Background: an optimization exercise with open tools, aiming at small area and a short achievable clock period. Do not read the settings as production practice.
Only simulation tests tie the RTL to the original design; equivalence was not proved.
Power is estimated from default activity; no workload was simulated.

Setup of job 101:
// ucsbece154b_victim_cache
module ucsbece154b_victim_cache #(
    parameter int unsigned ADDR_WIDTH = 56,
    parameter int unsigned LINE_WIDTH = 128,
    parameter int unsigned NR_ENTRIES = 8
) (
    input   logic                   clk_i,
    input   logic                   rst_ni,
    input   logic                   flush_i,
    input   logic                   en_i,
    input   logic [ADDR_WIDTH-1:0]  raddr_i,
    output  logic [LINE_WIDTH-1:0]  rdata_o,
    output  logic                   hit_o,
    input   logic                   we_i,
    input   logic [ADDR_WIDTH-1:0]  waddr_i,
    input   logic [LINE_WIDTH-1:0]  wdata_i
);
For scale: roughly 1500 flip-flops, ~370 I/O pins, ~0.056 sq mm of cells after synthesis.
==> flow/config.mk <==
export PLATFORM = sky130hd
export DESIGN_NAME = ucsbece154b_victim_cache
export DESIGN_NICKNAME = ucsbece154b_victim_cache
export VERILOG_FILES = /design/flow/design.v
export SDC_FILE = /design/flow/constraint.sdc
export NUM_CORES = 4
export LEC_CHECK = 0
export CAP_MARGIN = 20
export CORE_MARGIN = 2
export CORE_UTILIZATION = 65
export SLEW_MARGIN = 20
==> flow/constraint.sdc <==
create_clock -name core_clock -period 28.0 [get_ports {clk_i}]
set_input_delay 5.6000 -clock core_clock [delete_from_list [all_inputs] [get_ports {clk_i}]]
set_output_delay 5.6000 -clock core_clock [all_outputs]
set_load 0.01 [all_outputs]
standard.sh (not shown) runs the stock make flow with config.mk's settings and CLKGATE_MAP_FILE= SYNTH_SCRIPT=/design/flow/synth_recipe.tcl, a recipe that flattens the netlist after the stock synthesis.
==> flow/flow/run.sh <==
#!/bin/bash
# Layout flow: the standard synthesis unchanged, then the standard ORFS steps with
# small port buffers, a clock tree of clkbuf_16 leaf clusters without dummy loads,
# and timing repair that aims past the bare constraint.
set -euo pipefail
bash standard.sh synth > synth_make.log 2>&1
bash standard.sh \
  "BUFFER_PORTS_ARGS=-buffer_cell sky130_fd_sc_hd__buf_1" \
  "CTS_ARGS=-sink_clustering_enable -repair_clock_nets -dont_use_dummy_load -sink_clustering_size 20 -sink_clustering_max_diameter 60 -buf_list sky130_fd_sc_hd__clkbuf_16" \
  SETUP_SLACK_MARGIN=13.5 \
  finish > layout_make.log 2>&1
Job 101 ran to completion and came out clean on the timing, design-rule and antenna checks.
For job 102, these inputs were changed with respect to job 101:
Settings: setting CTS_BUF_LIST to sky130_fd_sc_hd__clkbuf_4 for the first time.
==> flow/flow/run.sh <==
#!/bin/bash
# Layout flow: the standard synthesis unchanged, then the standard ORFS steps with
# small port buffers and timing repair that aims past the bare constraint.
set -euo pipefail
bash standard.sh synth > synth_make.log 2>&1
bash standard.sh \
  "BUFFER_PORTS_ARGS=-buffer_cell sky130_fd_sc_hd__buf_2" \
  SETUP_SLACK_MARGIN=14 \
  finish > layout_make.log 2>&1
## What came out
Taking job 101 as the reference, in job 102 final instance area up 0.0038 sq mm, number of vias in the routed layout climbed 2622, worst setup timing slack at the placement stage rose 950 ps.
As far as number of sinks driven by the clock tree goes, job 101 and job 102 are indistinguishable; the numbers are identical.
A cell with the largest stage delay on the worst path of nor4_1 is what job 101 shows, while nor4_4 belongs to job 102.
met2 global-route usage was higher in the run labelled job 102.
In the flow results for job 101 and job 102, the transition time of the tightest slew-check pin is smaller on job 101.
> inputs changed (job 102 -> job 103)
==> flow/run.sh (new file) <==
#!/bin/bash
# synth_recipe.tcl (not shown) runs the flow's synth.tcl, then flattens the netlist and writes it again
# the make line also repeats each setting of config.mk as NAME=value (left out here)
make -C /OpenROAD-flow-scripts/flow DESIGN_CONFIG=/design/flow/config.mk WORK_HOME=/design/flow/orfs CLKGATE_MAP_FILE= SYNTH_SCRIPT=/design/flow/synth_recipe.tcl finish
removed: flow/flow/run.sh
removed: flow/standard.sh
==> comparison <==
- Insertion delay to the later sink of the worst-skew pair in job 103 vs job 102: down 30 ps
- Summary of job 103 over job 102: global-route met1 utilization dropped 4.9 points; total non-filler cell area in the finished layout dropped 0.0014 sq mm; register-to-register slack dropped 1990 ps; fraction of the core area covered by cells at the end of the flow dropped 1.7 points.
Modified inputs, job 104 compared to job 103
Settings: CORE_UTILIZATION now 40, was 65; CTS_BUF_LIST no longer set, was sky130_fd_sc_hd__clkbuf_4.
Findings:
The higher later-pin clock latency in the skew report of job 103 and job 104 is in job 103. Between job 103 and job 104, time the final worst path needs with I/O delays and setup increased. NOTE: critical path depth in job 104 exceeds that of job 103. Compared job 104 vs job 103, and final cell area excluding filler cells is up in job 104. Via count of the first global-routing pass: job 104 lower than job 103. Job 104 ends up with a width of the die that is about 27% higher than in job 103. Re core box area: job 103 and job 104 aren't equal, and the lower value belongs to job 103.

before:
ucsbece154b_victim_cache, a different RTL version from the one above (not shown whole).
For scale: about 3,000 cells after synthesis, ~1,500 flip-flops.
export LEC_CHECK = 0
export CAP_MARGIN = 20
export CORE_MARGIN = 2
export CORE_UTILIZATION = 65
export SLEW_MARGIN = 20
export SYNTH_HIERARCHICAL = 1
export SYNTH_MINIMUM_KEEP_SIZE = 0
create_clock -name core_clock -period 28.0 [get_ports {clk_i}]
==> flow/flow/run.sh <==
#!/bin/bash
# Layout flow: the standard synthesis unchanged, then the standard ORFS steps with
# small port buffers, a clock tree of clkbuf_16 leaf clusters without dummy loads,
# and timing repair that aims past the bare constraint.
set -euo pipefail
bash standard.sh synth > synth_make.log 2>&1
bash standard.sh \
  "BUFFER_PORTS_ARGS=-buffer_cell sky130_fd_sc_hd__buf_1" \
  "CTS_ARGS=-sink_clustering_enable -repair_clock_nets -dont_use_dummy_load -sink_clustering_size 20 -sink_clustering_max_diameter 60 -buf_list sky130_fd_sc_hd__clkbuf_16" \
  SETUP_SLACK_MARGIN=13.5 \
  finish > layout_make.log 2>&1
Relative to before, the following input files were edited for after:
==> flow/flow/run.sh <==
#!/bin/bash
# Layout flow: the standard synthesis unchanged, then the standard ORFS steps with
# small port buffers, a clock tree of small clkbuf_4 leaf clusters without dummy
# loads, and timing repair that aims past the bare constraint.
set -euo pipefail
bash standard.sh synth > synth_make.log 2>&1
bash standard.sh \
  "BUFFER_PORTS_ARGS=-buffer_cell sky130_fd_sc_hd__buf_1" \
  "CTS_ARGS=-sink_clustering_enable -repair_clock_nets -dont_use_dummy_load -sink_clustering_size 10 -sink_clustering_max_diameter 35 -buf_list sky130_fd_sc_hd__clkbuf_4" \
  SETUP_SLACK_MARGIN=13.75 \
  finish > layout_make.log 2>&1
after: flow completed, timing, DRC and antenna clean
From before to after the numbers moved as follows: combinational power about even; routed wire length rose 8.3 mm.
What before reported for total CTS buffers has to be multiplied by 2.0 to get the figure for after.
Relative to before, least setup slack across all paths after layout has gone up in after.
Side by side, delay contributed by the slowest stage of the critical path turned out higher in after than in before.
The run showing the greater source-to-sink clock delay at the later pin of the worst-skew pair is after.
The post-route clock period utilization in after sits 0.84 points below the value recorded for before.
~same required time of the critical path in after and before
Min initial antenna violation count across after and before: after

==> afterwards: timing with drivers on the ports <==
In the flow no input, the clock included, has a driving cell. The finished layouts below were timed again as built, in two steps.
Step 1 assumes that a clkbuf_16 drives the clock port and a buf_2 every other input.
Step 2 also shifts input and output timing later by t, the mid clock arrival at the registers, as if the neighbouring blocks saw the same clock.
a / b / c = ideal / step 1 / step 2; a / b = the first two.
run | t, ns | slack for setup (ns) | latest minus earliest clock arrival (ns) | worst register clock-pin slew, ns | worst slew at a driven data input, ns
job 101 | 0.720 | 13.523 / 13.421 / 13.421 | 0.078 / 0.078 | 0.09 / 0.09 | 0.14
job 102 | 1.262 | 13.706 / 13.655 / 13.655 | 0.101 / 0.101 | 0.09 / 0.09 | 0.16
job 103 | 1.238 | 10.447 / 10.422 / 10.422 | 0.089 / 0.088 | 0.08 / 0.08 | 0.14
job 104 | 0.843 | 10.359 / 10.325 / 10.325 | 0.027 / 0.028 | 0.06 / 0.06 | 0.17
before | 0.714 | 13.513 / 13.491 / 13.491 | 0.074 / 0.074 | 0.08 / 0.08 | 0.15
after | 1.154 | 13.749 / 13.713 / 13.713 | 0.131 / 0.132 | 0.11 / 0.11 | 0.15
After both steps setup and hold are still met in every run listed. For job 101, which loses most, drivers alone change the setup slack by -0.102 ns; drivers and shift together by -0.102 ns.
